What follows belongs to an exercise in optimizing a design on an open flow for small area, a short achievable clock period and few clock cycles; a production flow would make more cautious choices.
In this exercise RTL edits were held to simulation tests only and were not proved equivalent to the original.

## flow/config.mk

```make
export PLATFORM = sky130hd
export DESIGN_NAME = HW3_FPMUL_SP
export DESIGN_NICKNAME = HW3_FPMUL_SP
export VERILOG_FILES = /design/flow/design.v
export SDC_FILE = /design/flow/constraint.sdc
export NUM_CORES = 4
export LEC_CHECK = 0
export ABC_CLOCK_PERIOD_IN_PS = 300
export CAP_MARGIN = 20
export CORE_MARGIN = 2
export CORE_UTILIZATION = 40
export CTS_BUF_LIST = sky130_fd_sc_hd__clkbuf_4 sky130_fd_sc_hd__clkbuf_8
export SETUP_SLACK_MARGIN = 5
export SLEW_MARGIN = 20
```

## flow/constraint.sdc

```tcl
create_clock -name core_clock -period 9.0 [get_ports {Clk}]
set_input_delay 1.8000 -clock core_clock [delete_from_list [all_inputs] [get_ports {Clk}]]
set_output_delay 1.8000 -clock core_clock [all_outputs]
set_load 0.01 [all_outputs]
```

## flow/design.v

```verilog
module HW3_FPMUL_SP(Clk, Rst, St, FPmplier, FPmcand, Done, Ovf, Unf, FPproduct);
  input Clk, Rst, St;
  input [31:0] FPmcand;
  input [31:0] FPmplier;
  output reg Done;
  output Ovf, Unf;
  output [31:0] FPproduct;
  reg busy;                 
  reg [22:0] M;             
  reg [25:1] M3;            
  reg [8:0] ES;             
  reg sgn;
  reg [24:0] P;             
  wire [23:0] mi = {1'b1, FPmcand[22:0]};
  wire [24:0] qi = {1'b1, FPmplier[22:0], 1'b0};    
  wire [25:0] m3i = {1'b0, mi, 1'b0} + {2'b00, mi};
  reg [7:0] s1, s2, s3, s4, ng;    
  wire [7:0] s1i, s2i, s3i, s4i, ngi;
  genvar g;
  generate for (g = 0; g < 8; g = g + 1) begin : enc
    wire [3:0] b = qi[3*g+3:3*g];
    wire [2:0] v = {1'b0, b[2], 1'b0} + b[1] + b[0];
    wire [2:0] a = b[3] ? 3'd4 - v : v;
    assign s1i[g] = (a == 3'd1);
    assign s2i[g] = (a == 3'd2);
    assign s3i[g] = (a == 3'd3);
    assign s4i[g] = (a == 3'd4);
    assign ngi[g] = b[3];
  end endgenerate
  always @(posedge Clk) begin
    M <= FPmcand[22:0];
    M3 <= m3i[25:1];
    s1 <= s1i; s2 <= s2i; s3 <= s3i; s4 <= s4i; ng <= ngi;
  end
  wire [25:0] m1 = {2'b01, M};
  wire [25:0] m2 = {1'b1, M, 1'b0};
  wire [25:0] m3 = {M3, M[0]};
  wire [25:0] m4 = {1'b1, M, 2'b00};
  wire [25:0] y0 = (({26{s1[0]}} & m1) | ({26{s2[0]}} & m2) | ({26{s3[0]}} & m3) | ({26{s4[0]}} & m4)) ^ {26{ng[0]}};
  wire [25:0] y1 = (({26{s1[1]}} & m1) | ({26{s2[1]}} & m2) | ({26{s3[1]}} & m3) | ({26{s4[1]}} & m4)) ^ {26{ng[1]}};
  wire [25:0] y2 = (({26{s1[2]}} & m1) | ({26{s2[2]}} & m2) | ({26{s3[2]}} & m3) | ({26{s4[2]}} & m4)) ^ {26{ng[2]}};
  wire [25:0] y3 = (({26{s1[3]}} & m1) | ({26{s2[3]}} & m2) | ({26{s3[3]}} & m3) | ({26{s4[3]}} & m4)) ^ {26{ng[3]}};
  wire [25:0] y4 = (({26{s1[4]}} & m1) | ({26{s2[4]}} & m2) | ({26{s3[4]}} & m3) | ({26{s4[4]}} & m4)) ^ {26{ng[4]}};
  wire [25:0] y5 = (({26{s1[5]}} & m1) | ({26{s2[5]}} & m2) | ({26{s3[5]}} & m3) | ({26{s4[5]}} & m4)) ^ {26{ng[5]}};
  wire [25:0] y6 = (({26{s1[6]}} & m1) | ({26{s2[6]}} & m2) | ({26{s3[6]}} & m3) | ({26{s4[6]}} & m4)) ^ {26{ng[6]}};
  wire [25:0] y7 = (({26{s1[7]}} & m1) | ({26{s2[7]}} & m2) | ({26{s3[7]}} & m3) | ({26{s4[7]}} & m4)) ^ {26{ng[7]}};
  wire ng0 = ng[0];
  wire ng1 = ng[1];
  wire ng2 = ng[2];
  wire ng3 = ng[3];
  wire ng4 = ng[4];
  wire ng5 = ng[5];
  wire ng6 = ng[6];
  wire ng7 = ng[7];
  wire fs0 = 1'b1 ^ ~ng0 ^ M[2];
  wire fc0 = (1'b1 & ~ng0) | (1'b1 & M[2]) | (~ng0 & M[2]);
  wire fs1 = 1'b1 ^ M[3];
  wire fc1 = 1'b1 & M[3];
  wire fs2 = 1'b1 ^ M[4];
  wire fc2 = 1'b1 & M[4];
  wire fs3 = ng5 ^ y0[15];
  wire fc3 = ng5 & y0[15];
  wire fs4 = y0[16] ^ y1[13];
  wire fc4 = y0[16] & y1[13];
  wire fs5 = y0[17] ^ y1[14];
  wire fc5 = y0[17] & y1[14];
  wire fs6 = ng6 ^ y0[18] ^ y1[15];
  wire fc6 = (ng6 & y0[18]) | (ng6 & y1[15]) | (y0[18] & y1[15]);
  wire fs7 = y2[12] ^ y3[9];
  wire fc7 = y2[12] & y3[9];
  wire fs8 = y0[19] ^ y1[16] ^ y2[13];
  wire fc8 = (y0[19] & y1[16]) | (y0[19] & y2[13]) | (y1[16] & y2[13]);
  wire fs9 = y3[10] ^ y4[7];
  wire fc9 = y3[10] & y4[7];
  wire fs10 = y0[20] ^ y1[17] ^ y2[14];
  wire fc10 = (y0[20] & y1[17]) | (y0[20] & y2[14]) | (y1[17] & y2[14]);
  wire fs11 = y3[11] ^ y4[8];
  wire fc11 = y3[11] & y4[8];
  wire fs12 = ng7 ^ y0[21] ^ y1[18];
  wire fc12 = (ng7 & y0[21]) | (ng7 & y1[18]) | (y0[21] & y1[18]);
  wire fs13 = y2[15] ^ y3[12] ^ y4[9];
  wire fc13 = (y2[15] & y3[12]) | (y2[15] & y4[9]) | (y3[12] & y4[9]);
  wire fs14 = y5[6] ^ y6[3];
  wire fc14 = y5[6] & y6[3];
  wire fs15 = y0[22] ^ y1[19] ^ y2[16];
  wire fc15 = (y0[22] & y1[19]) | (y0[22] & y2[16]) | (y1[19] & y2[16]);
  wire fs16 = y3[13] ^ y4[10] ^ y5[7];
  wire fc16 = (y3[13] & y4[10]) | (y3[13] & y5[7]) | (y4[10] & y5[7]);
  wire fs17 = y6[4] ^ y7[1];
  wire fc17 = y6[4] & y7[1];
  wire fs18 = y0[23] ^ y1[20] ^ y2[17];
  wire fc18 = (y0[23] & y1[20]) | (y0[23] & y2[17]) | (y1[20] & y2[17]);
  wire fs19 = y3[14] ^ y4[11] ^ y5[8];
  wire fc19 = (y3[14] & y4[11]) | (y3[14] & y5[8]) | (y4[11] & y5[8]);
  wire fs20 = y6[5] ^ y7[2];
  wire fc20 = y6[5] & y7[2];
  wire fs21 = M[0] ^ y0[24] ^ y1[21];
  wire fc21 = (M[0] & y0[24]) | (M[0] & y1[21]) | (y0[24] & y1[21]);
  wire fs22 = y2[18] ^ y3[15] ^ y4[12];
  wire fc22 = (y2[18] & y3[15]) | (y2[18] & y4[12]) | (y3[15] & y4[12]);
  wire fs23 = y5[9] ^ y6[6] ^ y7[3];
  wire fc23 = (y5[9] & y6[6]) | (y5[9] & y7[3]) | (y6[6] & y7[3]);
  wire fs24 = M[1] ^ y0[25] ^ y1[22];
  wire fc24 = (M[1] & y0[25]) | (M[1] & y1[22]) | (y0[25] & y1[22]);
  wire fs25 = y2[19] ^ y3[16] ^ y4[13];
  wire fc25 = (y2[19] & y3[16]) | (y2[19] & y4[13]) | (y3[16] & y4[13]);
  wire fs26 = y5[10] ^ y6[7] ^ y7[4];
  wire fc26 = (y5[10] & y6[7]) | (y5[10] & y7[4]) | (y6[7] & y7[4]);
  wire fs27 = fs0 ^ y1[23] ^ y2[20];
  wire fc27 = (fs0 & y1[23]) | (fs0 & y2[20]) | (y1[23] & y2[20]);
  wire fs28 = y3[17] ^ y4[14] ^ y5[11];
  wire fc28 = (y3[17] & y4[14]) | (y3[17] & y5[11]) | (y4[14] & y5[11]);
  wire fs29 = y6[8] ^ y7[5];
  wire fc29 = y6[8] & y7[5];
  wire fs30 = fc0 ^ y1[24] ^ y2[21];
  wire fc30 = (fc0 & y1[24]) | (fc0 & y2[21]) | (y1[24] & y2[21]);
  wire fs31 = y3[18] ^ y4[15] ^ y5[12];
  wire fc31 = (y3[18] & y4[15]) | (y3[18] & y5[12]) | (y4[15] & y5[12]);
  wire fs32 = y6[9] ^ y7[6] ^ fs1;
  wire fc32 = (y6[9] & y7[6]) | (y6[9] & fs1) | (y7[6] & fs1);
  wire fs33 = y1[25] ^ y2[22] ^ y3[19];
  wire fc33 = (y1[25] & y2[22]) | (y1[25] & y3[19]) | (y2[22] & y3[19]);
  wire fs34 = y4[16] ^ y5[13] ^ y6[10];
  wire fc34 = (y4[16] & y5[13]) | (y4[16] & y6[10]) | (y5[13] & y6[10]);
  wire fs35 = y7[7] ^ fc1 ^ fs2;
  wire fc35 = (y7[7] & fc1) | (y7[7] & fs2) | (fc1 & fs2);
  wire fs36 = ~ng1 ^ M[5] ^ y2[23];
  wire fc36 = (~ng1 & M[5]) | (~ng1 & y2[23]) | (M[5] & y2[23]);
  wire fs37 = y3[20] ^ y4[17] ^ y5[14];
  wire fc37 = (y3[20] & y4[17]) | (y3[20] & y5[14]) | (y4[17] & y5[14]);
  wire fs38 = y6[11] ^ y7[8] ^ fc2;
  wire fc38 = (y6[11] & y7[8]) | (y6[11] & fc2) | (y7[8] & fc2);
  wire fs39 = 1'b1 ^ M[6] ^ y2[24];
  wire fc39 = (1'b1 & M[6]) | (1'b1 & y2[24]) | (M[6] & y2[24]);
  wire fs40 = y3[21] ^ y4[18] ^ y5[15];
  wire fc40 = (y3[21] & y4[18]) | (y3[21] & y5[15]) | (y4[18] & y5[15]);
  wire fs41 = y6[12] ^ y7[9];
  wire fc41 = y6[12] & y7[9];
  wire fs42 = 1'b1 ^ M[7] ^ y2[25];
  wire fc42 = (1'b1 & M[7]) | (1'b1 & y2[25]) | (M[7] & y2[25]);
  wire fs43 = y3[22] ^ y4[19] ^ y5[16];
  wire fc43 = (y3[22] & y4[19]) | (y3[22] & y5[16]) | (y4[19] & y5[16]);
  wire fs44 = y6[13] ^ y7[10];
  wire fc44 = y6[13] & y7[10];
  wire fs45 = ~ng2 ^ M[8] ^ y3[23];
  wire fc45 = (~ng2 & M[8]) | (~ng2 & y3[23]) | (M[8] & y3[23]);
  wire fs46 = y4[20] ^ y5[17] ^ y6[14];
  wire fc46 = (y4[20] & y5[17]) | (y4[20] & y6[14]) | (y5[17] & y6[14]);
  wire fs47 = 1'b1 ^ M[9] ^ y3[24];
  wire fc47 = (1'b1 & M[9]) | (1'b1 & y3[24]) | (M[9] & y3[24]);
  wire fs48 = y4[21] ^ y5[18];
  wire fc48 = y4[21] & y5[18];
  wire fs49 = 1'b1 ^ M[10] ^ y3[25];
  wire fc49 = (1'b1 & M[10]) | (1'b1 & y3[25]) | (M[10] & y3[25]);
  wire fs50 = y4[22] ^ y5[19];
  wire fc50 = y4[22] & y5[19];
  wire fs51 = ~ng3 ^ M[11] ^ y4[23];
  wire fc51 = (~ng3 & M[11]) | (~ng3 & y4[23]) | (M[11] & y4[23]);
  wire fs52 = 1'b1 ^ M[12];
  wire fc52 = 1'b1 & M[12];
  wire fs53 = 1'b1 ^ M[13];
  wire fc53 = 1'b1 & M[13];
  wire fs54 = ng3 ^ y0[9];
  wire fc54 = ng3 & y0[9];
  wire fs55 = y0[10] ^ y1[7];
  wire fc55 = y0[10] & y1[7];
  wire fs56 = y0[11] ^ y1[8];
  wire fc56 = y0[11] & y1[8];
  wire fs57 = ng4 ^ y0[12] ^ y1[9];
  wire fc57 = (ng4 & y0[12]) | (ng4 & y1[9]) | (y0[12] & y1[9]);
  wire fs58 = y2[6] ^ y3[3];
  wire fc58 = y2[6] & y3[3];
  wire fs59 = y0[13] ^ y1[10] ^ y2[7];
  wire fc59 = (y0[13] & y1[10]) | (y0[13] & y2[7]) | (y1[10] & y2[7]);
  wire fs60 = y3[4] ^ y4[1];
  wire fc60 = y3[4] & y4[1];
  wire fs61 = y0[14] ^ y1[11] ^ y2[8];
  wire fc61 = (y0[14] & y1[11]) | (y0[14] & y2[8]) | (y1[11] & y2[8]);
  wire fs62 = y3[5] ^ y4[2];
  wire fc62 = y3[5] & y4[2];
  wire fs63 = y1[12] ^ y2[9] ^ y3[6];
  wire fc63 = (y1[12] & y2[9]) | (y1[12] & y3[6]) | (y2[9] & y3[6]);
  wire fs64 = y4[3] ^ y5[0] ^ fs3;
  wire fc64 = (y4[3] & y5[0]) | (y4[3] & fs3) | (y5[0] & fs3);
  wire fs65 = y2[10] ^ y3[7] ^ y4[4];
  wire fc65 = (y2[10] & y3[7]) | (y2[10] & y4[4]) | (y3[7] & y4[4]);
  wire fs66 = y5[1] ^ fc3 ^ fs4;
  wire fc66 = (y5[1] & fc3) | (y5[1] & fs4) | (fc3 & fs4);
  wire fs67 = y2[11] ^ y3[8] ^ y4[5];
  wire fc67 = (y2[11] & y3[8]) | (y2[11] & y4[5]) | (y3[8] & y4[5]);
  wire fs68 = y5[2] ^ fc4 ^ fs5;
  wire fc68 = (y5[2] & fc4) | (y5[2] & fs5) | (fc4 & fs5);
  wire fs69 = y4[6] ^ y5[3] ^ y6[0];
  wire fc69 = (y4[6] & y5[3]) | (y4[6] & y6[0]) | (y5[3] & y6[0]);
  wire fs70 = fc5 ^ fs6 ^ fs7;
  wire fc70 = (fc5 & fs6) | (fc5 & fs7) | (fs6 & fs7);
  wire fs71 = y5[4] ^ y6[1] ^ fc6;
  wire fc71 = (y5[4] & y6[1]) | (y5[4] & fc6) | (y6[1] & fc6);
  wire fs72 = fc7 ^ fs8 ^ fs9;
  wire fc72 = (fc7 & fs8) | (fc7 & fs9) | (fs8 & fs9);
  wire fs73 = y5[5] ^ y6[2] ^ fc8;
  wire fc73 = (y5[5] & y6[2]) | (y5[5] & fc8) | (y6[2] & fc8);
  wire fs74 = fc9 ^ fs10 ^ fs11;
  wire fc74 = (fc9 & fs10) | (fc9 & fs11) | (fs10 & fs11);
  wire fs75 = y7[0] ^ fc10 ^ fc11;
  wire fc75 = (y7[0] & fc10) | (y7[0] & fc11) | (fc10 & fc11);
  wire fs76 = fs12 ^ fs13 ^ fs14;
  wire fc76 = (fs12 & fs13) | (fs12 & fs14) | (fs13 & fs14);
  wire fs77 = fc12 ^ fc13 ^ fc14;
  wire fc77 = (fc12 & fc13) | (fc12 & fc14) | (fc13 & fc14);
  wire fs78 = fs15 ^ fs16 ^ fs17;
  wire fc78 = (fs15 & fs16) | (fs15 & fs17) | (fs16 & fs17);
  wire fs79 = fc15 ^ fc16 ^ fc17;
  wire fc79 = (fc15 & fc16) | (fc15 & fc17) | (fc16 & fc17);
  wire fs80 = fs18 ^ fs19 ^ fs20;
  wire fc80 = (fs18 & fs19) | (fs18 & fs20) | (fs19 & fs20);
  wire fs81 = fc18 ^ fc19 ^ fc20;
  wire fc81 = (fc18 & fc19) | (fc18 & fc20) | (fc19 & fc20);
  wire fs82 = fs21 ^ fs22 ^ fs23;
  wire fc82 = (fs21 & fs22) | (fs21 & fs23) | (fs22 & fs23);
  wire fs83 = fc21 ^ fc22 ^ fc23;
  wire fc83 = (fc21 & fc22) | (fc21 & fc23) | (fc22 & fc23);
  wire fs84 = fs24 ^ fs25 ^ fs26;
  wire fc84 = (fs24 & fs25) | (fs24 & fs26) | (fs25 & fs26);
  wire fs85 = fc24 ^ fc25 ^ fc26;
  wire fc85 = (fc24 & fc25) | (fc24 & fc26) | (fc25 & fc26);
  wire fs86 = fs27 ^ fs28 ^ fs29;
  wire fc86 = (fs27 & fs28) | (fs27 & fs29) | (fs28 & fs29);
  wire fs87 = fc27 ^ fc28 ^ fc29;
  wire fc87 = (fc27 & fc28) | (fc27 & fc29) | (fc28 & fc29);
  wire fs88 = fs30 ^ fs31 ^ fs32;
  wire fc88 = (fs30 & fs31) | (fs30 & fs32) | (fs31 & fs32);
  wire fs89 = fc30 ^ fc31 ^ fc32;
  wire fc89 = (fc30 & fc31) | (fc30 & fc32) | (fc31 & fc32);
  wire fs90 = fs33 ^ fs34 ^ fs35;
  wire fc90 = (fs33 & fs34) | (fs33 & fs35) | (fs34 & fs35);
  wire fs91 = fc33 ^ fc34 ^ fc35;
  wire fc91 = (fc33 & fc34) | (fc33 & fc35) | (fc34 & fc35);
  wire fs92 = fs36 ^ fs37 ^ fs38;
  wire fc92 = (fs36 & fs37) | (fs36 & fs38) | (fs37 & fs38);
  wire fs93 = fc36 ^ fc37 ^ fc38;
  wire fc93 = (fc36 & fc37) | (fc36 & fc38) | (fc37 & fc38);
  wire fs94 = fs39 ^ fs40 ^ fs41;
  wire fc94 = (fs39 & fs40) | (fs39 & fs41) | (fs40 & fs41);
  wire fs95 = fc39 ^ fc40 ^ fc41;
  wire fc95 = (fc39 & fc40) | (fc39 & fc41) | (fc40 & fc41);
  wire fs96 = fs42 ^ fs43 ^ fs44;
  wire fc96 = (fs42 & fs43) | (fs42 & fs44) | (fs43 & fs44);
  wire fs97 = y7[11] ^ fc42 ^ fc43;
  wire fc97 = (y7[11] & fc42) | (y7[11] & fc43) | (fc42 & fc43);
  wire fs98 = fc44 ^ fs45 ^ fs46;
  wire fc98 = (fc44 & fs45) | (fc44 & fs46) | (fs45 & fs46);
  wire fs99 = y6[15] ^ y7[12] ^ fc45;
  wire fc99 = (y6[15] & y7[12]) | (y6[15] & fc45) | (y7[12] & fc45);
  wire fs100 = fc46 ^ fs47 ^ fs48;
  wire fc100 = (fc46 & fs47) | (fc46 & fs48) | (fs47 & fs48);
  wire fs101 = y6[16] ^ y7[13] ^ fc47;
  wire fc101 = (y6[16] & y7[13]) | (y6[16] & fc47) | (y7[13] & fc47);
  wire fs102 = fc48 ^ fs49 ^ fs50;
  wire fc102 = (fc48 & fs49) | (fc48 & fs50) | (fs49 & fs50);
  wire fs103 = y5[20] ^ y6[17] ^ y7[14];
  wire fc103 = (y5[20] & y6[17]) | (y5[20] & y7[14]) | (y6[17] & y7[14]);
  wire fs104 = fc49 ^ fc50 ^ fs51;
  wire fc104 = (fc49 & fc50) | (fc49 & fs51) | (fc50 & fs51);
  wire fs105 = y4[24] ^ y5[21] ^ y6[18];
  wire fc105 = (y4[24] & y5[21]) | (y4[24] & y6[18]) | (y5[21] & y6[18]);
  wire fs106 = y7[15] ^ fs52 ^ fc51;
  wire fc106 = (y7[15] & fs52) | (y7[15] & fc51) | (fs52 & fc51);
  wire fs107 = y4[25] ^ y5[22] ^ y6[19];
  wire fc107 = (y4[25] & y5[22]) | (y4[25] & y6[19]) | (y5[22] & y6[19]);
  wire fs108 = y7[16] ^ fc52 ^ fs53;
  wire fc108 = (y7[16] & fc52) | (y7[16] & fs53) | (fc52 & fs53);
  wire fs109 = ~ng4 ^ M[14] ^ y5[23];
  wire fc109 = (~ng4 & M[14]) | (~ng4 & y5[23]) | (M[14] & y5[23]);
  wire fs110 = y6[20] ^ y7[17] ^ fc53;
  wire fc110 = (y6[20] & y7[17]) | (y6[20] & fc53) | (y7[17] & fc53);
  wire fs111 = 1'b1 ^ M[15] ^ y5[24];
  wire fc111 = (1'b1 & M[15]) | (1'b1 & y5[24]) | (M[15] & y5[24]);
  wire fs112 = y6[21] ^ y7[18];
  wire fc112 = y6[21] & y7[18];
  wire fs113 = 1'b1 ^ M[16] ^ y5[25];
  wire fc113 = (1'b1 & M[16]) | (1'b1 & y5[25]) | (M[16] & y5[25]);
  wire fs114 = y6[22] ^ y7[19];
  wire fc114 = y6[22] & y7[19];
  wire fs115 = ~ng5 ^ M[17] ^ y6[23];
  wire fc115 = (~ng5 & M[17]) | (~ng5 & y6[23]) | (M[17] & y6[23]);
  wire fs116 = 1'b1 ^ M[18];
  wire fc116 = 1'b1 & M[18];
  wire fs117 = 1'b1 ^ M[19];
  wire fc117 = 1'b1 & M[19];
  wire fs118 = ng2 ^ y0[6];
  wire fc118 = ng2 & y0[6];
  wire fs119 = y0[7] ^ y1[4];
  wire fc119 = y0[7] & y1[4];
  wire fs120 = y0[8] ^ y1[5];
  wire fc120 = y0[8] & y1[5];
  wire fs121 = y1[6] ^ y2[3] ^ y3[0];
  wire fc121 = (y1[6] & y2[3]) | (y1[6] & y3[0]) | (y2[3] & y3[0]);
  wire fs122 = y2[4] ^ y3[1] ^ fc54;
  wire fc122 = (y2[4] & y3[1]) | (y2[4] & fc54) | (y3[1] & fc54);
  wire fs123 = y2[5] ^ y3[2] ^ fc55;
  wire fc123 = (y2[5] & y3[2]) | (y2[5] & fc55) | (y3[2] & fc55);
  wire fs124 = y4[0] ^ fc56 ^ fs57;
  wire fc124 = (y4[0] & fc56) | (y4[0] & fs57) | (fc56 & fs57);
  wire fs125 = fc57 ^ fc58 ^ fs59;
  wire fc125 = (fc57 & fc58) | (fc57 & fs59) | (fc58 & fs59);
  wire fs126 = fc59 ^ fc60 ^ fs61;
  wire fc126 = (fc59 & fc60) | (fc59 & fs61) | (fc60 & fs61);
  wire fs127 = fc61 ^ fc62 ^ fs63;
  wire fc127 = (fc61 & fc62) | (fc61 & fs63) | (fc62 & fs63);
  wire fs128 = fc63 ^ fs65 ^ fc64;
  wire fc128 = (fc63 & fs65) | (fc63 & fc64) | (fs65 & fc64);
  wire fs129 = fc65 ^ fs67 ^ fc66;
  wire fc129 = (fc65 & fs67) | (fc65 & fc66) | (fs67 & fc66);
  wire fs130 = fc67 ^ fs69 ^ fc68;
  wire fc130 = (fc67 & fs69) | (fc67 & fc68) | (fs69 & fc68);
  wire fs131 = fc69 ^ fc70 ^ fs71;
  wire fc131 = (fc69 & fc70) | (fc69 & fs71) | (fc70 & fs71);
  wire fs132 = fc71 ^ fc72 ^ fs73;
  wire fc132 = (fc71 & fc72) | (fc71 & fs73) | (fc72 & fs73);
  wire fs133 = fc73 ^ fc74 ^ fs75;
  wire fc133 = (fc73 & fc74) | (fc73 & fs75) | (fc74 & fs75);
  wire fs134 = fc75 ^ fc76 ^ fs77;
  wire fc134 = (fc75 & fc76) | (fc75 & fs77) | (fc76 & fs77);
  wire fs135 = fc77 ^ fc78 ^ fs79;
  wire fc135 = (fc77 & fc78) | (fc77 & fs79) | (fc78 & fs79);
  wire fs136 = fc79 ^ fc80 ^ fs81;
  wire fc136 = (fc79 & fc80) | (fc79 & fs81) | (fc80 & fs81);
  wire fs137 = fc81 ^ fc82 ^ fs83;
  wire fc137 = (fc81 & fc82) | (fc81 & fs83) | (fc82 & fs83);
  wire fs138 = fc83 ^ fc84 ^ fs85;
  wire fc138 = (fc83 & fc84) | (fc83 & fs85) | (fc84 & fs85);
  wire fs139 = fc85 ^ fc86 ^ fs87;
  wire fc139 = (fc85 & fc86) | (fc85 & fs87) | (fc86 & fs87);
  wire fs140 = fc87 ^ fc88 ^ fs89;
  wire fc140 = (fc87 & fc88) | (fc87 & fs89) | (fc88 & fs89);
  wire fs141 = fc89 ^ fc90 ^ fs91;
  wire fc141 = (fc89 & fc90) | (fc89 & fs91) | (fc90 & fs91);
  wire fs142 = fc91 ^ fc92 ^ fs93;
  wire fc142 = (fc91 & fc92) | (fc91 & fs93) | (fc92 & fs93);
  wire fs143 = fc93 ^ fc94 ^ fs95;
  wire fc143 = (fc93 & fc94) | (fc93 & fs95) | (fc94 & fs95);
  wire fs144 = fc95 ^ fc96 ^ fs97;
  wire fc144 = (fc95 & fc96) | (fc95 & fs97) | (fc96 & fs97);
  wire fs145 = fc97 ^ fc98 ^ fs99;
  wire fc145 = (fc97 & fc98) | (fc97 & fs99) | (fc98 & fs99);
  wire fs146 = fc99 ^ fc100 ^ fs101;
  wire fc146 = (fc99 & fc100) | (fc99 & fs101) | (fc100 & fs101);
  wire fs147 = fs103 ^ fc101 ^ fc102;
  wire fc147 = (fs103 & fc101) | (fs103 & fc102) | (fc101 & fc102);
  wire fs148 = fc103 ^ fs105 ^ fc104;
  wire fc148 = (fc103 & fs105) | (fc103 & fc104) | (fs105 & fc104);
  wire fs149 = fc105 ^ fs107 ^ fs108;
  wire fc149 = (fc105 & fs107) | (fc105 & fs108) | (fs107 & fs108);
  wire fs150 = fc107 ^ fc108 ^ fs109;
  wire fc150 = (fc107 & fc108) | (fc107 & fs109) | (fc108 & fs109);
  wire fs151 = fc109 ^ fc110 ^ fs111;
  wire fc151 = (fc109 & fc110) | (fc109 & fs111) | (fc110 & fs111);
  wire fs152 = fc111 ^ fc112 ^ fs113;
  wire fc152 = (fc111 & fc112) | (fc111 & fs113) | (fc112 & fs113);
  wire fs153 = y7[20] ^ fc113 ^ fc114;
  wire fc153 = (y7[20] & fc113) | (y7[20] & fc114) | (fc113 & fc114);
  wire fs154 = y6[24] ^ y7[21] ^ fs116;
  wire fc154 = (y6[24] & y7[21]) | (y6[24] & fs116) | (y7[21] & fs116);
  wire fs155 = y6[25] ^ y7[22] ^ fc116;
  wire fc155 = (y6[25] & y7[22]) | (y6[25] & fc116) | (y7[22] & fc116);
  wire fs156 = ~ng6 ^ M[20] ^ y7[23];
  wire fc156 = (~ng6 & M[20]) | (~ng6 & y7[23]) | (M[20] & y7[23]);
  wire fs157 = 1'b1 ^ M[21];
  wire fc157 = 1'b1 & M[21];
  wire fs158 = 1'b1 ^ M[22];
  wire fc158 = 1'b1 & M[22];
  wire fs159 = ng1 ^ y0[3];
  wire fc159 = ng1 & y0[3];
  wire fs160 = y0[4] ^ y1[1];
  wire fc160 = y0[4] & y1[1];
  wire fs161 = y0[5] ^ y1[2];
  wire fc161 = y0[5] & y1[2];
  wire fs162 = y1[3] ^ y2[0] ^ fs118;
  wire fc162 = (y1[3] & y2[0]) | (y1[3] & fs118) | (y2[0] & fs118);
  wire fs163 = y2[1] ^ fc118 ^ fs119;
  wire fc163 = (y2[1] & fc118) | (y2[1] & fs119) | (fc118 & fs119);
  wire fs164 = y2[2] ^ fc119 ^ fs120;
  wire fc164 = (y2[2] & fc119) | (y2[2] & fs120) | (fc119 & fs120);
  wire fs165 = fs54 ^ fc120 ^ fs121;
  wire fc165 = (fs54 & fc120) | (fs54 & fs121) | (fc120 & fs121);
  wire fs166 = fs55 ^ fc121 ^ fs122;
  wire fc166 = (fs55 & fc121) | (fs55 & fs122) | (fc121 & fs122);
  wire fs167 = fs56 ^ fc122 ^ fs123;
  wire fc167 = (fs56 & fc122) | (fs56 & fs123) | (fc122 & fs123);
  wire fs168 = fs58 ^ fc123 ^ fs124;
  wire fc168 = (fs58 & fc123) | (fs58 & fs124) | (fc123 & fs124);
  wire fs169 = fs60 ^ fc124 ^ fs125;
  wire fc169 = (fs60 & fc124) | (fs60 & fs125) | (fc124 & fs125);
  wire fs170 = fs62 ^ fc125 ^ fs126;
  wire fc170 = (fs62 & fc125) | (fs62 & fs126) | (fc125 & fs126);
  wire fs171 = fs64 ^ fc126 ^ fs127;
  wire fc171 = (fs64 & fc126) | (fs64 & fs127) | (fc126 & fs127);
  wire fs172 = fs66 ^ fc127 ^ fs128;
  wire fc172 = (fs66 & fc127) | (fs66 & fs128) | (fc127 & fs128);
  wire fs173 = fs68 ^ fc128 ^ fs129;
  wire fc173 = (fs68 & fc128) | (fs68 & fs129) | (fc128 & fs129);
  wire fs174 = fs70 ^ fc129 ^ fs130;
  wire fc174 = (fs70 & fc129) | (fs70 & fs130) | (fc129 & fs130);
  wire fs175 = fs72 ^ fc130 ^ fs131;
  wire fc175 = (fs72 & fc130) | (fs72 & fs131) | (fc130 & fs131);
  wire fs176 = fs74 ^ fc131 ^ fs132;
  wire fc176 = (fs74 & fc131) | (fs74 & fs132) | (fc131 & fs132);
  wire fs177 = fs76 ^ fc132 ^ fs133;
  wire fc177 = (fs76 & fc132) | (fs76 & fs133) | (fc132 & fs133);
  wire fs178 = fs78 ^ fc133 ^ fs134;
  wire fc178 = (fs78 & fc133) | (fs78 & fs134) | (fc133 & fs134);
  wire fs179 = fs80 ^ fc134 ^ fs135;
  wire fc179 = (fs80 & fc134) | (fs80 & fs135) | (fc134 & fs135);
  wire fs180 = fs82 ^ fc135 ^ fs136;
  wire fc180 = (fs82 & fc135) | (fs82 & fs136) | (fc135 & fs136);
  wire fs181 = fs84 ^ fc136 ^ fs137;
  wire fc181 = (fs84 & fc136) | (fs84 & fs137) | (fc136 & fs137);
  wire fs182 = fs86 ^ fc137 ^ fs138;
  wire fc182 = (fs86 & fc137) | (fs86 & fs138) | (fc137 & fs138);
  wire fs183 = fs88 ^ fc138 ^ fs139;
  wire fc183 = (fs88 & fc138) | (fs88 & fs139) | (fc138 & fs139);
  wire fs184 = fs90 ^ fc139 ^ fs140;
  wire fc184 = (fs90 & fc139) | (fs90 & fs140) | (fc139 & fs140);
  wire fs185 = fs92 ^ fc140 ^ fs141;
  wire fc185 = (fs92 & fc140) | (fs92 & fs141) | (fc140 & fs141);
  wire fs186 = fs94 ^ fc141 ^ fs142;
  wire fc186 = (fs94 & fc141) | (fs94 & fs142) | (fc141 & fs142);
  wire fs187 = fs96 ^ fc142 ^ fs143;
  wire fc187 = (fs96 & fc142) | (fs96 & fs143) | (fc142 & fs143);
  wire fs188 = fs98 ^ fc143 ^ fs144;
  wire fc188 = (fs98 & fc143) | (fs98 & fs144) | (fc143 & fs144);
  wire fs189 = fs100 ^ fc144 ^ fs145;
  wire fc189 = (fs100 & fc144) | (fs100 & fs145) | (fc144 & fs145);
  wire fs190 = fs102 ^ fc145 ^ fs146;
  wire fc190 = (fs102 & fc145) | (fs102 & fs146) | (fc145 & fs146);
  wire fs191 = fs104 ^ fc146 ^ fs147;
  wire fc191 = (fs104 & fc146) | (fs104 & fs147) | (fc146 & fs147);
  wire fs192 = fs106 ^ fc147 ^ fs148;
  wire fc192 = (fs106 & fc147) | (fs106 & fs148) | (fc147 & fs148);
  wire fs193 = fc106 ^ fs149 ^ fc148;
  wire fc193 = (fc106 & fs149) | (fc106 & fc148) | (fs149 & fc148);
  wire fs194 = fs110 ^ fc149 ^ fs150;
  wire fc194 = (fs110 & fc149) | (fs110 & fs150) | (fc149 & fs150);
  wire fs195 = fs112 ^ fc150 ^ fs151;
  wire fc195 = (fs112 & fc150) | (fs112 & fs151) | (fc150 & fs151);
  wire fs196 = fs114 ^ fc151 ^ fs152;
  wire fc196 = (fs114 & fc151) | (fs114 & fs152) | (fc151 & fs152);
  wire fs197 = fs115 ^ fc152 ^ fs153;
  wire fc197 = (fs115 & fc152) | (fs115 & fs153) | (fc152 & fs153);
  wire fs198 = fc115 ^ fs154 ^ fc153;
  wire fc198 = (fc115 & fs154) | (fc115 & fc153) | (fs154 & fc153);
  wire fs199 = fs117 ^ fc154 ^ fs155;
  wire fc199 = (fs117 & fc154) | (fs117 & fs155) | (fc154 & fs155);
  wire fs200 = fc117 ^ fc155 ^ fs156;
  wire fc200 = (fc117 & fc155) | (fc117 & fs156) | (fc155 & fs156);
  wire fs201 = y7[24] ^ fs157 ^ fc156;
  wire fc201 = (y7[24] & fs157) | (y7[24] & fc156) | (fs157 & fc156);
  wire fs202 = y7[25] ^ fc157 ^ fs158;
  wire fc202 = (y7[25] & fc157) | (y7[25] & fs158) | (fc157 & fs158);
  wire fs203 = 1'b1 ^ ~ng7 ^ fc158;
  wire fc203 = (1'b1 & ~ng7) | (1'b1 & fc158) | (~ng7 & fc158);
  wire [47:0] TS = {fc202, fc201, fc200, fc199, fc198, fc197, fc196, fc195, fc194, fc193, fc192, fc191, fc190, fc189, fc188, fc187, fc186, fc185, fc184, fc183, fc182, fc181, fc180, fc179, fc178, fc177, fc176, fc175, fc174, fc173, fc172, fc171, fc170, fc169, fc168, fc167, fc166, fc165, fc164, fc163, fc162, fc161, fc160, fc159, y1[0], y0[2], y0[1], ng0};
  wire [47:0] TC = {fs203, fs202, fs201, fs200, fs199, fs198, fs197, fs196, fs195, fs194, fs193, fs192, fs191, fs190, fs189, fs188, fs187, fs186, fs185, fs184, fs183, fs182, fs181, fs180, fs179, fs178, fs177, fs176, fs175, fs174, fs173, fs172, fs171, fs170, fs169, fs168, fs167, fs166, fs165, fs164, fs163, fs162, fs161, fs160, fs159, 1'b0, 1'b0, y0[0]};
  wire [47:0] g0 = TS & TC, p0 = TS ^ TC;
  wire gq1_1 = g0[1] | (p0[1] & g0[0]);
  wire pq1_1 = p0[1] & p0[0];
  wire gq1_3 = g0[3] | (p0[3] & g0[2]);
  wire pq1_3 = p0[3] & p0[2];
  wire gq1_5 = g0[5] | (p0[5] & g0[4]);
  wire pq1_5 = p0[5] & p0[4];
  wire gq1_7 = g0[7] | (p0[7] & g0[6]);
  wire pq1_7 = p0[7] & p0[6];
  wire gq1_9 = g0[9] | (p0[9] & g0[8]);
  wire pq1_9 = p0[9] & p0[8];
  wire gq1_11 = g0[11] | (p0[11] & g0[10]);
  wire pq1_11 = p0[11] & p0[10];
  wire gq1_13 = g0[13] | (p0[13] & g0[12]);
  wire pq1_13 = p0[13] & p0[12];
  wire gq1_15 = g0[15] | (p0[15] & g0[14]);
  wire pq1_15 = p0[15] & p0[14];
  wire gq1_17 = g0[17] | (p0[17] & g0[16]);
  wire pq1_17 = p0[17] & p0[16];
  wire gq1_19 = g0[19] | (p0[19] & g0[18]);
  wire pq1_19 = p0[19] & p0[18];
  wire gq1_21 = g0[21] | (p0[21] & g0[20]);
  wire pq1_21 = p0[21] & p0[20];
  wire gq1_23 = g0[23] | (p0[23] & g0[22]);
  wire pq1_23 = p0[23] & p0[22];
  wire gq1_25 = g0[25] | (p0[25] & g0[24]);
  wire pq1_25 = p0[25] & p0[24];
  wire gq1_27 = g0[27] | (p0[27] & g0[26]);
  wire pq1_27 = p0[27] & p0[26];
  wire gq1_29 = g0[29] | (p0[29] & g0[28]);
  wire pq1_29 = p0[29] & p0[28];
  wire gq1_31 = g0[31] | (p0[31] & g0[30]);
  wire pq1_31 = p0[31] & p0[30];
  wire gq1_33 = g0[33] | (p0[33] & g0[32]);
  wire pq1_33 = p0[33] & p0[32];
  wire gq1_35 = g0[35] | (p0[35] & g0[34]);
  wire pq1_35 = p0[35] & p0[34];
  wire gq1_37 = g0[37] | (p0[37] & g0[36]);
  wire pq1_37 = p0[37] & p0[36];
  wire gq1_39 = g0[39] | (p0[39] & g0[38]);
  wire pq1_39 = p0[39] & p0[38];
  wire gq1_41 = g0[41] | (p0[41] & g0[40]);
  wire pq1_41 = p0[41] & p0[40];
  wire gq1_43 = g0[43] | (p0[43] & g0[42]);
  wire pq1_43 = p0[43] & p0[42];
  wire gq1_45 = g0[45] | (p0[45] & g0[44]);
  wire pq1_45 = p0[45] & p0[44];
  wire gq1_47 = g0[47] | (p0[47] & g0[46]);
  wire pq1_47 = p0[47] & p0[46];
  wire gq2_2 = g0[2] | (p0[2] & gq1_1);
  wire pq2_2 = p0[2] & pq1_1;
  wire gq2_3 = gq1_3 | (pq1_3 & gq1_1);
  wire pq2_3 = pq1_3 & pq1_1;
  wire gq2_6 = g0[6] | (p0[6] & gq1_5);
  wire pq2_6 = p0[6] & pq1_5;
  wire gq2_7 = gq1_7 | (pq1_7 & gq1_5);
  wire pq2_7 = pq1_7 & pq1_5;
  wire gq2_10 = g0[10] | (p0[10] & gq1_9);
  wire pq2_10 = p0[10] & pq1_9;
  wire gq2_11 = gq1_11 | (pq1_11 & gq1_9);
  wire pq2_11 = pq1_11 & pq1_9;
  wire gq2_14 = g0[14] | (p0[14] & gq1_13);
  wire pq2_14 = p0[14] & pq1_13;
  wire gq2_15 = gq1_15 | (pq1_15 & gq1_13);
  wire pq2_15 = pq1_15 & pq1_13;
  wire gq2_18 = g0[18] | (p0[18] & gq1_17);
  wire pq2_18 = p0[18] & pq1_17;
  wire gq2_19 = gq1_19 | (pq1_19 & gq1_17);
  wire pq2_19 = pq1_19 & pq1_17;
  wire gq2_22 = g0[22] | (p0[22] & gq1_21);
  wire pq2_22 = p0[22] & pq1_21;
  wire gq2_23 = gq1_23 | (pq1_23 & gq1_21);
  wire pq2_23 = pq1_23 & pq1_21;
  wire gq2_26 = g0[26] | (p0[26] & gq1_25);
  wire pq2_26 = p0[26] & pq1_25;
  wire gq2_27 = gq1_27 | (pq1_27 & gq1_25);
  wire pq2_27 = pq1_27 & pq1_25;
  wire gq2_30 = g0[30] | (p0[30] & gq1_29);
  wire pq2_30 = p0[30] & pq1_29;
  wire gq2_31 = gq1_31 | (pq1_31 & gq1_29);
  wire pq2_31 = pq1_31 & pq1_29;
  wire gq2_34 = g0[34] | (p0[34] & gq1_33);
  wire pq2_34 = p0[34] & pq1_33;
  wire gq2_35 = gq1_35 | (pq1_35 & gq1_33);
  wire pq2_35 = pq1_35 & pq1_33;
  wire gq2_38 = g0[38] | (p0[38] & gq1_37);
  wire pq2_38 = p0[38] & pq1_37;
  wire gq2_39 = gq1_39 | (pq1_39 & gq1_37);
  wire pq2_39 = pq1_39 & pq1_37;
  wire gq2_42 = g0[42] | (p0[42] & gq1_41);
  wire pq2_42 = p0[42] & pq1_41;
  wire gq2_43 = gq1_43 | (pq1_43 & gq1_41);
  wire pq2_43 = pq1_43 & pq1_41;
  wire gq2_46 = g0[46] | (p0[46] & gq1_45);
  wire pq2_46 = p0[46] & pq1_45;
  wire gq2_47 = gq1_47 | (pq1_47 & gq1_45);
  wire pq2_47 = pq1_47 & pq1_45;
  wire gq3_4 = g0[4] | (p0[4] & gq2_3);
  wire pq3_4 = p0[4] & pq2_3;
  wire gq3_5 = gq1_5 | (pq1_5 & gq2_3);
  wire pq3_5 = pq1_5 & pq2_3;
  wire gq3_6 = gq2_6 | (pq2_6 & gq2_3);
  wire pq3_6 = pq2_6 & pq2_3;
  wire gq3_7 = gq2_7 | (pq2_7 & gq2_3);
  wire pq3_7 = pq2_7 & pq2_3;
  wire gq3_12 = g0[12] | (p0[12] & gq2_11);
  wire pq3_12 = p0[12] & pq2_11;
  wire gq3_13 = gq1_13 | (pq1_13 & gq2_11);
  wire pq3_13 = pq1_13 & pq2_11;
  wire gq3_14 = gq2_14 | (pq2_14 & gq2_11);
  wire pq3_14 = pq2_14 & pq2_11;
  wire gq3_15 = gq2_15 | (pq2_15 & gq2_11);
  wire pq3_15 = pq2_15 & pq2_11;
  wire gq3_20 = g0[20] | (p0[20] & gq2_19);
  wire pq3_20 = p0[20] & pq2_19;
  wire gq3_21 = gq1_21 | (pq1_21 & gq2_19);
  wire pq3_21 = pq1_21 & pq2_19;
  wire gq3_22 = gq2_22 | (pq2_22 & gq2_19);
  wire pq3_22 = pq2_22 & pq2_19;
  wire gq3_23 = gq2_23 | (pq2_23 & gq2_19);
  wire pq3_23 = pq2_23 & pq2_19;
  wire gq3_28 = g0[28] | (p0[28] & gq2_27);
  wire pq3_28 = p0[28] & pq2_27;
  wire gq3_29 = gq1_29 | (pq1_29 & gq2_27);
  wire pq3_29 = pq1_29 & pq2_27;
  wire gq3_30 = gq2_30 | (pq2_30 & gq2_27);
  wire pq3_30 = pq2_30 & pq2_27;
  wire gq3_31 = gq2_31 | (pq2_31 & gq2_27);
  wire pq3_31 = pq2_31 & pq2_27;
  wire gq3_36 = g0[36] | (p0[36] & gq2_35);
  wire pq3_36 = p0[36] & pq2_35;
  wire gq3_37 = gq1_37 | (pq1_37 & gq2_35);
  wire pq3_37 = pq1_37 & pq2_35;
  wire gq3_38 = gq2_38 | (pq2_38 & gq2_35);
  wire pq3_38 = pq2_38 & pq2_35;
  wire gq3_39 = gq2_39 | (pq2_39 & gq2_35);
  wire pq3_39 = pq2_39 & pq2_35;
  wire gq3_44 = g0[44] | (p0[44] & gq2_43);
  wire pq3_44 = p0[44] & pq2_43;
  wire gq3_45 = gq1_45 | (pq1_45 & gq2_43);
  wire pq3_45 = pq1_45 & pq2_43;
  wire gq3_46 = gq2_46 | (pq2_46 & gq2_43);
  wire pq3_46 = pq2_46 & pq2_43;
  wire gq3_47 = gq2_47 | (pq2_47 & gq2_43);
  wire pq3_47 = pq2_47 & pq2_43;
  wire gq4_8 = g0[8] | (p0[8] & gq3_7);
  wire pq4_8 = p0[8] & pq3_7;
  wire gq4_9 = gq1_9 | (pq1_9 & gq3_7);
  wire pq4_9 = pq1_9 & pq3_7;
  wire gq4_10 = gq2_10 | (pq2_10 & gq3_7);
  wire pq4_10 = pq2_10 & pq3_7;
  wire gq4_11 = gq2_11 | (pq2_11 & gq3_7);
  wire pq4_11 = pq2_11 & pq3_7;
  wire gq4_12 = gq3_12 | (pq3_12 & gq3_7);
  wire pq4_12 = pq3_12 & pq3_7;
  wire gq4_13 = gq3_13 | (pq3_13 & gq3_7);
  wire pq4_13 = pq3_13 & pq3_7;
  wire gq4_14 = gq3_14 | (pq3_14 & gq3_7);
  wire pq4_14 = pq3_14 & pq3_7;
  wire gq4_15 = gq3_15 | (pq3_15 & gq3_7);
  wire pq4_15 = pq3_15 & pq3_7;
  wire gq4_24 = g0[24] | (p0[24] & gq3_23);
  wire pq4_24 = p0[24] & pq3_23;
  wire gq4_25 = gq1_25 | (pq1_25 & gq3_23);
  wire pq4_25 = pq1_25 & pq3_23;
  wire gq4_26 = gq2_26 | (pq2_26 & gq3_23);
  wire pq4_26 = pq2_26 & pq3_23;
  wire gq4_27 = gq2_27 | (pq2_27 & gq3_23);
  wire pq4_27 = pq2_27 & pq3_23;
  wire gq4_28 = gq3_28 | (pq3_28 & gq3_23);
  wire pq4_28 = pq3_28 & pq3_23;
  wire gq4_29 = gq3_29 | (pq3_29 & gq3_23);
  wire pq4_29 = pq3_29 & pq3_23;
  wire gq4_30 = gq3_30 | (pq3_30 & gq3_23);
  wire pq4_30 = pq3_30 & pq3_23;
  wire gq4_31 = gq3_31 | (pq3_31 & gq3_23);
  wire pq4_31 = pq3_31 & pq3_23;
  wire gq4_40 = g0[40] | (p0[40] & gq3_39);
  wire pq4_40 = p0[40] & pq3_39;
  wire gq4_41 = gq1_41 | (pq1_41 & gq3_39);
  wire pq4_41 = pq1_41 & pq3_39;
  wire gq4_42 = gq2_42 | (pq2_42 & gq3_39);
  wire pq4_42 = pq2_42 & pq3_39;
  wire gq4_43 = gq2_43 | (pq2_43 & gq3_39);
  wire pq4_43 = pq2_43 & pq3_39;
  wire gq4_44 = gq3_44 | (pq3_44 & gq3_39);
  wire pq4_44 = pq3_44 & pq3_39;
  wire gq4_45 = gq3_45 | (pq3_45 & gq3_39);
  wire pq4_45 = pq3_45 & pq3_39;
  wire gq4_46 = gq3_46 | (pq3_46 & gq3_39);
  wire pq4_46 = pq3_46 & pq3_39;
  wire gq4_47 = gq3_47 | (pq3_47 & gq3_39);
  wire pq4_47 = pq3_47 & pq3_39;
  wire gq5_16 = g0[16] | (p0[16] & gq4_15);
  wire pq5_16 = p0[16] & pq4_15;
  wire gq5_17 = gq1_17 | (pq1_17 & gq4_15);
  wire pq5_17 = pq1_17 & pq4_15;
  wire gq5_18 = gq2_18 | (pq2_18 & gq4_15);
  wire pq5_18 = pq2_18 & pq4_15;
  wire gq5_19 = gq2_19 | (pq2_19 & gq4_15);
  wire pq5_19 = pq2_19 & pq4_15;
  wire gq5_20 = gq3_20 | (pq3_20 & gq4_15);
  wire pq5_20 = pq3_20 & pq4_15;
  wire gq5_21 = gq3_21 | (pq3_21 & gq4_15);
  wire pq5_21 = pq3_21 & pq4_15;
  wire gq5_22 = gq3_22 | (pq3_22 & gq4_15);
  wire pq5_22 = pq3_22 & pq4_15;
  wire gq5_23 = gq3_23 | (pq3_23 & gq4_15);
  wire pq5_23 = pq3_23 & pq4_15;
  wire gq5_24 = gq4_24 | (pq4_24 & gq4_15);
  wire pq5_24 = pq4_24 & pq4_15;
  wire gq5_25 = gq4_25 | (pq4_25 & gq4_15);
  wire pq5_25 = pq4_25 & pq4_15;
  wire gq5_26 = gq4_26 | (pq4_26 & gq4_15);
  wire pq5_26 = pq4_26 & pq4_15;
  wire gq5_27 = gq4_27 | (pq4_27 & gq4_15);
  wire pq5_27 = pq4_27 & pq4_15;
  wire gq5_28 = gq4_28 | (pq4_28 & gq4_15);
  wire pq5_28 = pq4_28 & pq4_15;
  wire gq5_29 = gq4_29 | (pq4_29 & gq4_15);
  wire pq5_29 = pq4_29 & pq4_15;
  wire gq5_30 = gq4_30 | (pq4_30 & gq4_15);
  wire pq5_30 = pq4_30 & pq4_15;
  wire gq5_31 = gq4_31 | (pq4_31 & gq4_15);
  wire pq5_31 = pq4_31 & pq4_15;
  wire gq6_32 = g0[32] | (p0[32] & gq5_31);
  wire pq6_32 = p0[32] & pq5_31;
  wire gq6_33 = gq1_33 | (pq1_33 & gq5_31);
  wire pq6_33 = pq1_33 & pq5_31;
  wire gq6_34 = gq2_34 | (pq2_34 & gq5_31);
  wire pq6_34 = pq2_34 & pq5_31;
  wire gq6_35 = gq2_35 | (pq2_35 & gq5_31);
  wire pq6_35 = pq2_35 & pq5_31;
  wire gq6_36 = gq3_36 | (pq3_36 & gq5_31);
  wire pq6_36 = pq3_36 & pq5_31;
  wire gq6_37 = gq3_37 | (pq3_37 & gq5_31);
  wire pq6_37 = pq3_37 & pq5_31;
  wire gq6_38 = gq3_38 | (pq3_38 & gq5_31);
  wire pq6_38 = pq3_38 & pq5_31;
  wire gq6_39 = gq3_39 | (pq3_39 & gq5_31);
  wire pq6_39 = pq3_39 & pq5_31;
  wire gq6_40 = gq4_40 | (pq4_40 & gq5_31);
  wire pq6_40 = pq4_40 & pq5_31;
  wire gq6_41 = gq4_41 | (pq4_41 & gq5_31);
  wire pq6_41 = pq4_41 & pq5_31;
  wire gq6_42 = gq4_42 | (pq4_42 & gq5_31);
  wire pq6_42 = pq4_42 & pq5_31;
  wire gq6_43 = gq4_43 | (pq4_43 & gq5_31);
  wire pq6_43 = pq4_43 & pq5_31;
  wire gq6_44 = gq4_44 | (pq4_44 & gq5_31);
  wire pq6_44 = pq4_44 & pq5_31;
  wire gq6_45 = gq4_45 | (pq4_45 & gq5_31);
  wire pq6_45 = pq4_45 & pq5_31;
  wire gq6_46 = gq4_46 | (pq4_46 & gq5_31);
  wire pq6_46 = pq4_46 & pq5_31;
  wire gq6_47 = gq4_47 | (pq4_47 & gq5_31);
  wire pq6_47 = pq4_47 & pq5_31;
  wire [47:0] PF = p0 ^ {gq6_46, gq6_45, gq6_44, gq6_43, gq6_42, gq6_41, gq6_40, gq6_39, gq6_38, gq6_37, gq6_36, gq6_35, gq6_34, gq6_33, gq6_32, gq5_31, gq5_30, gq5_29, gq5_28, gq5_27, gq5_26, gq5_25, gq5_24, gq5_23, gq5_22, gq5_21, gq5_20, gq5_19, gq5_18, gq5_17, gq5_16, gq4_15, gq4_14, gq4_13, gq4_12, gq4_11, gq4_10, gq4_9, gq4_8, gq3_7, gq3_6, gq3_5, gq3_4, gq2_3, gq2_2, gq1_1, g0[0], 1'b0};
  always @(posedge Clk) begin
    if (Rst) begin
      Done <= 1'b1;
      busy <= 1'b0;
    end else begin
      Done <= !(Done && St);
      busy <= Done && St;
    end
    if (Done && St) begin
      ES <= FPmcand[30:23] + FPmplier[30:23];
      sgn <= FPmcand[31] ^ FPmplier[31];
    end
    if (busy) P <= PF[47:23];
  end
  wire p47 = P[24];
  assign FPproduct[22:0] = p47 ? P[23:1] : P[22:0];
  assign FPproduct[30:23] = ES[7:0] + 8'd129 + p47;
  assign FPproduct[31] = sgn;
  assign Ovf = p47 ? (ES >= 9'd381) : (ES >= 9'd382);
  assign Unf = p47 ? (ES <= 9'd126) : (ES <= 9'd127);
endmodule
```

## flow/run.sh

```bash
#!/bin/bash
# synth_recipe.tcl (not shown) runs the flow's synth.tcl, then flattens the netlist and writes it again
# the make line also repeats each setting of config.mk as NAME=value (left out here)
make -C /OpenROAD-flow-scripts/flow DESIGN_CONFIG=/design/flow/config.mk WORK_HOME=/design/flow/orfs CLKGATE_MAP_FILE= SYNTH_SCRIPT=/design/flow/synth_recipe.tcl finish
```

==> results.toml, run 1 <==
[worst_setup_path]
cp_data_arrival_time_ps = 5620
cp.required_ps = 9240
cp-end-kind = "flip-flop"
critPathMaxFanout = 21
cp-start-kind = "flip-flop"
criticalPathCategory = "reg -> reg"

[timing]
worstMarginPinSlew_ps = 1020
setup_tns_ps = 0
worst_slack_ps = 3620
finalCritPeriodShare = 0.598
max_slew_margin = 0.317
rsz0062_at_grt = "true"
clock.fmax_ghz = 0.186
slew_viol_final = 0
clock_skew_ps = 29.6
hold_violations = 0
setup_viol = 0
whs_ps = 821
fin_crit_ps = 5380

[final_layout]
n_antenna_cell = 0
final_cells = 2400
fillerInstances = 3754
nets = 2220
area_growth_pct = 21.1
final_core_utilization = 0.494
layout-drive-gt1-share = 0.193

[clocking]
cts_tree = "yes"
ctsHoldBuffers = 0
cts-root-buf = "clkbuf_8"
clk_latency_ps = 510
cts.sinks = 124
cts_max_level = 4
clk_pin_slew_ps = 100
numCtsBuffers = 17
clk_path_buf_depth = 2

[yosys]
avgSynthCellArea_sq_um = 9.31
synthArstFlopShare = 0
synth-warning-count = 1
synth_area_sq_um = 16700
synth_nets = 2162
synth_cell_types = 57
ys_seq_elements = 124
synth_ff_type = "dfxtp_1"
synthCells = 1797
synth_edf_count = 35
yosysSeqAreaShare = 0.169

[grt]
grt_use_total = 0.260
grt_pass1_wl_mm = 87.0
antenna_found_initial = 1
grt_pass1_vias = 14549
grt_overflow = 0
grt_start_max_net_pins = 29

[die]
die_area_sq_um = 43500
fp-row-count = 74
core-area_sq_um = 41000
ios = 102
dieWidth_um = 208
initial_utilization = 0.408
chipHeight_um = 208

[detailed_routing]
via_per_inst = 6.13
drcViolationCount = 0
drtAntennaViolNets = 0
avgRoutedWirePerCell_um = 23.7
vias = 14709
wirelength_mm = 57.0
dr.pass1.iters = 6
drt_iter0_drc = 1741

[min_path]
min-delay-path-class = "reg -> reg"

[placed_design]
port_buffers = 101
dpl.cell_count = 2304
place_ws_ps = 3030
dpl.hpwl_mm = 37.7
gp_congestion = 0.935

[run]
cap_viol_max_count = 0

[run_status]
status = "timing/DRC/antenna clean"
## critical path, stage by stage (launching register included)
cell and delay [ps]:
dfxtp_1 320, buf_4 400, inv_2 260, xnor2_1 210, fa_1 500, inv_1 70, fa_1 380, inv_1 90
fa_1 440, fa_1 560, ha_4 240, a21o_1 170, a21oi_2 200, o211ai_1 150, o21ai_2 120, o32ai_4 150
nor2_4 130, o311ai_4 90, or3_1 340, a31oi_1 170, xnor2_1 90
## worst paths after layout
kind	end	slack [ps]	cells after the start	startpoint
worst max-delay path	P[24]	3620	20	ng[3]
worst min-delay path	Done	820	2	Done
worst max register to register	P[24]	3620	20	ng[3]
worst min register to register	Done	820	2	Done
## logic make-up after synthesis
family	share of synthesized area
AO/OA/AOI/OAI	0.251
XOR/XNOR	0.125
adder cells (fa/ha/maj)	0.296
buffers and inverters	0.0890
flip-flops	0.169
multiplexers	0.0155
AND/OR/NAND/NOR	0.0548
## cell type report
class	count	area, sq um	area share
sequential	124	2900	0.143
timing repair buffer	219	2180	0.108
multi-input combinational	1280	13300	0.656
clock inverter	13	165	0.00815
clock buffer	19	255	0.0126
tap	532	666	0.0329
inverter	213	803	0.0397
## synth_stat cells, types with 2 or more instances
| library cell | instances | share of area |
|---|---|---|
| xor2_1 | 28 | 0.015 |
| a22oi_1 | 20 | 0.0090 |
| nor3_1 | 15 | 0.0045 |
| o21a_1 | 13 | 0.0058 |
| and2_1 | 5 | 0.0019 |
| a32oi_1 | 7 | 0.0037 |
| nor3b_1 | 6 | 0.0027 |
| a22o_1 | 162 | 0.085 |
| or3_1 | 3 | 0.0011 |
| o21bai_1 | 3 | 0.0013 |
| nor2_1 | 74 | 0.017 |
| mux2_2 | 23 | 0.015 |
| ha_1 | 136 | 0.10 |
| and4_1 | 3 | 0.0016 |
| o211ai_1 | 6 | 0.0027 |
| nand3_1 | 8 | 0.0024 |
| xnor2_1 | 210 | 0.11 |
| nor2b_1 | 11 | 0.0041 |
| nand2_1 | 45 | 0.010 |
| o31ai_1 | 2 | 0.00090 |
| and3_1 | 5 | 0.0019 |
| o21ai_0 | 29 | 0.0087 |
| clkbuf_1 | 163 | 0.037 |
| fa_1 | 162 | 0.19 |
| a221oi_1 | 171 | 0.090 |
| nand2b_1 | 10 | 0.0037 |
| a211oi_1 | 4 | 0.0018 |
| inv_2 | 4 | 0.00090 |
| a211o_1 | 2 | 0.0010 |
| a31oi_1 | 8 | 0.0030 |
| a222oi_1 | 7 | 0.0042 |
| buf_1 | 13 | 0.0029 |
| a21o_1 | 20 | 0.0090 |
| dfxtp_1 | 89 | 0.11 |
| edfxtp_1 | 35 | 0.063 |
| inv_1 | 209 | 0.047 |
| a21oi_1 | 59 | 0.018 |
| nand4_1 | 8 | 0.0030 |
## metal layers
metal | global-route usage | wire length [um] | vias up
li1 | - | - | 6543
met2 | 0.390 | 24600 | 854
met3 | 0.0821 | 6220 | 188
met4 | 0.125 | 2710 | 4
met5 | 0.00779 | 57 | -
met1 | 0.338 | 23400 | 7120
## per-stage QoR
stage / area (sq um)
after floorplan: 17400
after global placement: 18500
after detailed placement: 18500
after CTS: 19900
after global routing: 20300
final: 20300
## timing repair
| item | 4_1_cts | 5_1_grt |
|---|---|---|
| setup endpoints to repair | 41 | 34 |
| resized for setup | 114 | 72 |
| pin swaps | 31 | 35 |
| gates cloned | 4 | 0 |
| buffers inserted | 53 | 7 |
## registers in the layout, indices dropped and copies added (netlist names)
name / cells
busy: 1
M: 23
s3: 8
s2: 8
ng: 7
M3: 25
s4: 8
ES: 9
Done: 1
s1: 8
sgn: 1
P: 25
## placed cells by master (no fill, tap or decap), types with 13 or more instances in the layout
master           count
a21o_1              20
a21oi_1             49
a221oi_1           120
a221oi_2            47
a22o_1             162
a22oi_1             20
buf_4               82
buf_6               23
clkbuf_8            18
clkdlybuf4s50_1     86
dfxtp_1             58
dfxtp_2             21
edfxtp_1            35
fa_1               138
fa_2                24
ha_1               121
ha_4                14
inv_1              201
mux2_2              23
nand2_1             44
nor2_1              71
o21a_1              13
o21ai_0             23
xnor2_1            204
xor2_1              27
Testbench counts, summed over its fixed seeds: cycles 16,000.
==> inputs of run 2 (changes only) <==
==> flow/flow/run.sh (new file) <==
#!/bin/bash
# The standard layout, except that the port buffers are buf_2 cells rather than the
# default pick; every input and output port still gets its own buffer.
bash standard.sh "BUFFER_PORTS_ARGS=-buffer_cell sky130_fd_sc_hd__buf_2" finish > standard.log 2>&1
==> flow/standard.sh (new file) <==
#!/bin/bash
# synth_recipe.tcl (not shown) runs the flow's synth.tcl, then flattens the netlist and writes it again
# the make line also repeats each setting of config.mk as NAME=value (left out here)
make -C /OpenROAD-flow-scripts/flow DESIGN_CONFIG=/design/flow/config.mk WORK_HOME=/design/flow/orfs CLKGATE_MAP_FILE= SYNTH_SCRIPT=/design/flow/synth_recipe.tcl "${@:-finish}"
--- a/flow/config.mk
+++ b/flow/config.mk
@@ -6,8 +6,7 @@
 export NUM_CORES = 4
 export LEC_CHECK = 0
-export ABC_CLOCK_PERIOD_IN_PS = 300
 export CAP_MARGIN = 20
 export CORE_MARGIN = 2
-export CORE_UTILIZATION = 40
+export CORE_UTILIZATION = 60
 export CTS_BUF_LIST = sky130_fd_sc_hd__clkbuf_4 sky130_fd_sc_hd__clkbuf_8
 export SETUP_SLACK_MARGIN = 5
removed: flow/run.sh
==> results.toml, run 2 <==
[yosys]
synth_edf_count = 35
ys_seq_elements = 124
yosys-top-cells-area = "fa_1, xnor2_1, dfxtp_1"
synthCells = 1797
synth_ff_type = "dfxtp_1"
synthDominantCellAreaShare = 0.194
synth_largest_area_cell = "fa_1"
synth_nets = 2162
yosysSeqAreaShare = 0.169
synthArstFlopShare = 0
synth_area_sq_um = 16700
avgSynthCellArea_sq_um = 9.31
synth-warning-count = 1
synth_most_common_cell = "xnor2_1"
synth_common_cells = "xnor2_1, inv_1, a221oi_1, clkbuf_1"
synth_cell_types = 57

[detailed_routing]
drcViolationCount = 0
vias = 14768
dr.pass1.iters = 7
wirelength_mm = 53.7
avgRoutedWirePerCell_um = 24.1
drtAntennaViolNets = 0
via_per_inst = 6.64
drt_iter0_drc = 1818

[worst_setup_path]
criticalPathCategory = "reg -> reg"
cp_slowest_stage_delay_ps = 690
cp_data_arrival_time_ps = 5690
reg2reg_slack_ps = 3530
worstPathCellList = "a22o_1 -> a221oi_2 -> xnor2_1 -> fa_1 -> inv_1 -> fa_1 -> inv_1 -> fa_1 -> fa_1 -> ha_4 -> nand3_4 -> nor3_4 -> o211ai_1 -> a31o_2 -> a21oi_4 -> nor2_4 -> o311ai_4 -> or3_4 -> nand2_1 -> xnor2_1"
path_common_cell = "fa_1"
cp-start-kind = "flip-flop"
cp.required_ps = 9220
cp-end-kind = "flip-flop"
critPathMaxFanout = 8
critPathSlowestCell = "dfxtp_1"

[final_layout]
nets = 2200
layout_commonest_cell = "xnor2_1"
final_cells = 2225
fillerInstances = 2205
area_growth_pct = 15.4
final_core_utilization = 0.698
reg_top3 = "M3 x25, P x25, M x23"
mostFrequentLayoutCells = "xnor2_1, inv_1, a22o_1"
layout-drive-gt1-share = 0.240
register_area_sq_um = 2890
finalInstanceArea_sq_um = 19300
n_antenna_cell = 0
multi_input_area_sq_um = 13300

[timing]
setup_viol = 0
finalCritPeriodShare = 0.608
max_slew_margin = 0.506
fin_crit_ps = 5470
hold_violations = 0
whs_ps = 755
worstMarginPinSlew_ps = 740
worst_slack_ps = 3530
clock.fmax_ghz = 0.183
clock_skew_ps = 17.0
setup_tns_ps = 0
rsz0062_at_grt = "true"
slew_viol_final = 0

[clocking]
cts.sinks = 124
ctsHoldBuffers = 0
cts_max_level = 4
cts-root-buf = "clkbuf_8"
clk_pin_slew_ps = 100
numCtsBuffers = 17
clk_latency_ps = 460
clk_path_buf_depth = 2
cts_tree = "yes"

[die]
ios = 102
die_area_sq_um = 29200
core-area_sq_um = 27600
fp-row-count = 61
chipHeight_um = 171
dieWidth_um = 171
initial_utilization = 0.605

[placed_design]
place_area_sq_um = 17800
dpl.hpwl_mm = 35.4
gp_congestion = 0.938
dpl.cell_count = 2149
port_buffers = 101
place_ws_ps = 2730

[run_status]
status = "timing/DRC/antenna clean"

[run]
cap_viol_max_count = 0

[grt]
grt_start_max_net_pins = 29
grt_pass1_wl_mm = 82.1
grt_pass1_vias = 14327
grt_overflow = 0
antenna_found_initial = 0
grt_use_total = 0.369

[min_path]
min-delay-path-class = "reg -> reg"
==> run 2: repair_timing <==
action                                  CTS  global route
pin swaps                                29            40
gates resized for setup                  85            90
gates cloned                              2             0
buffers inserted                         28            15
endpoints found under the setup margin   27            30
==> run 2: critical path, delay by kind of cell (launching register included) <==
family	cells	cell delay (ps)
AO/OA/AOI/OAI	6	1330
buffers and inverters	2	130
adder cells (fa/ha/maj)	5	2070
XOR/XNOR	2	370
AND/OR/NAND/NOR	5	640
flip-flops	1	690
==> run 2: final timing paths <==
kind,start,to,depth (start not counted)
setup / recovery,M3[12],P[23],20
hold / removal,busy,P[19],0
hold reg to reg,busy,P[19],0
setup reg to reg,M3[12],P[23],20
==> run 2: final cells by class <==
cell class / instances / area share
Clock inverter: 14 / 0.00577
Multi-Input combinational cell: 1280 / 0.690
Tap cell: 378 / 0.0245
Inverter: 213 / 0.0418
Sequential cell: 124 / 0.150
Timing Repair Buffer: 199 / 0.0761
Clock buffer: 17 / 0.0121
==> run 2: layer usage <==
metal | share of wire | GRT usage | vias to the layer above
li1 | - | - | 6500
met1 | 0.40 | 0.512 | 7016
met2 | 0.42 | 0.539 | 1072
met3 | 0.14 | 0.109 | 180
met4 | 0.041 | 0.148 | 0
met5 | 0 | 0 | -
==> run 2: cells by family (layout without fill, tap and decap cells) <==
group / Yosys count / after routing / share of synthesized area
AOI/OAI and AO/OA: 525 / 525 / 0.251
xor gates and xnor gates: 238 / 238 / 0.125
adders and majority gates: 298 / 298 / 0.296
buffers and inverters: 393 / 443 / 0.0890
DFF: 124 / 124 / 0.169
muxes: 23 / 23 / 0.0155
and+or+nand+nor: 196 / 196 / 0.0548

separate check: timing with driven ports:
No port has a modelled driver above. Below, the same layouts with a new extraction and two added sets of constraints.
Step 1: set_driving_cell puts a clkbuf_16 on Clk and a buf_2 on each other input, an assumption about the parent block.
Step 2, shift: input delay + t, output delay - t, t = (earliest + latest rising clock arrival at the registers) / 2. This alone moves slack from input paths to output paths.
Slacks: no drivers / after step 1 / after step 2; pairs: no drivers / after step 1.
run	t, ns	setup slack, ns	hold WS [ns]	worst setup path after step 2
run 1	0.538	3.616 / 3.616 / 3.616	0.821 / 0.821 / 0.821	register to register
run 2	0.504	3.531 / 3.531 / 3.531	0.755 / 0.755 / 0.755	register to register
After both steps setup and hold are still met in every run listed.
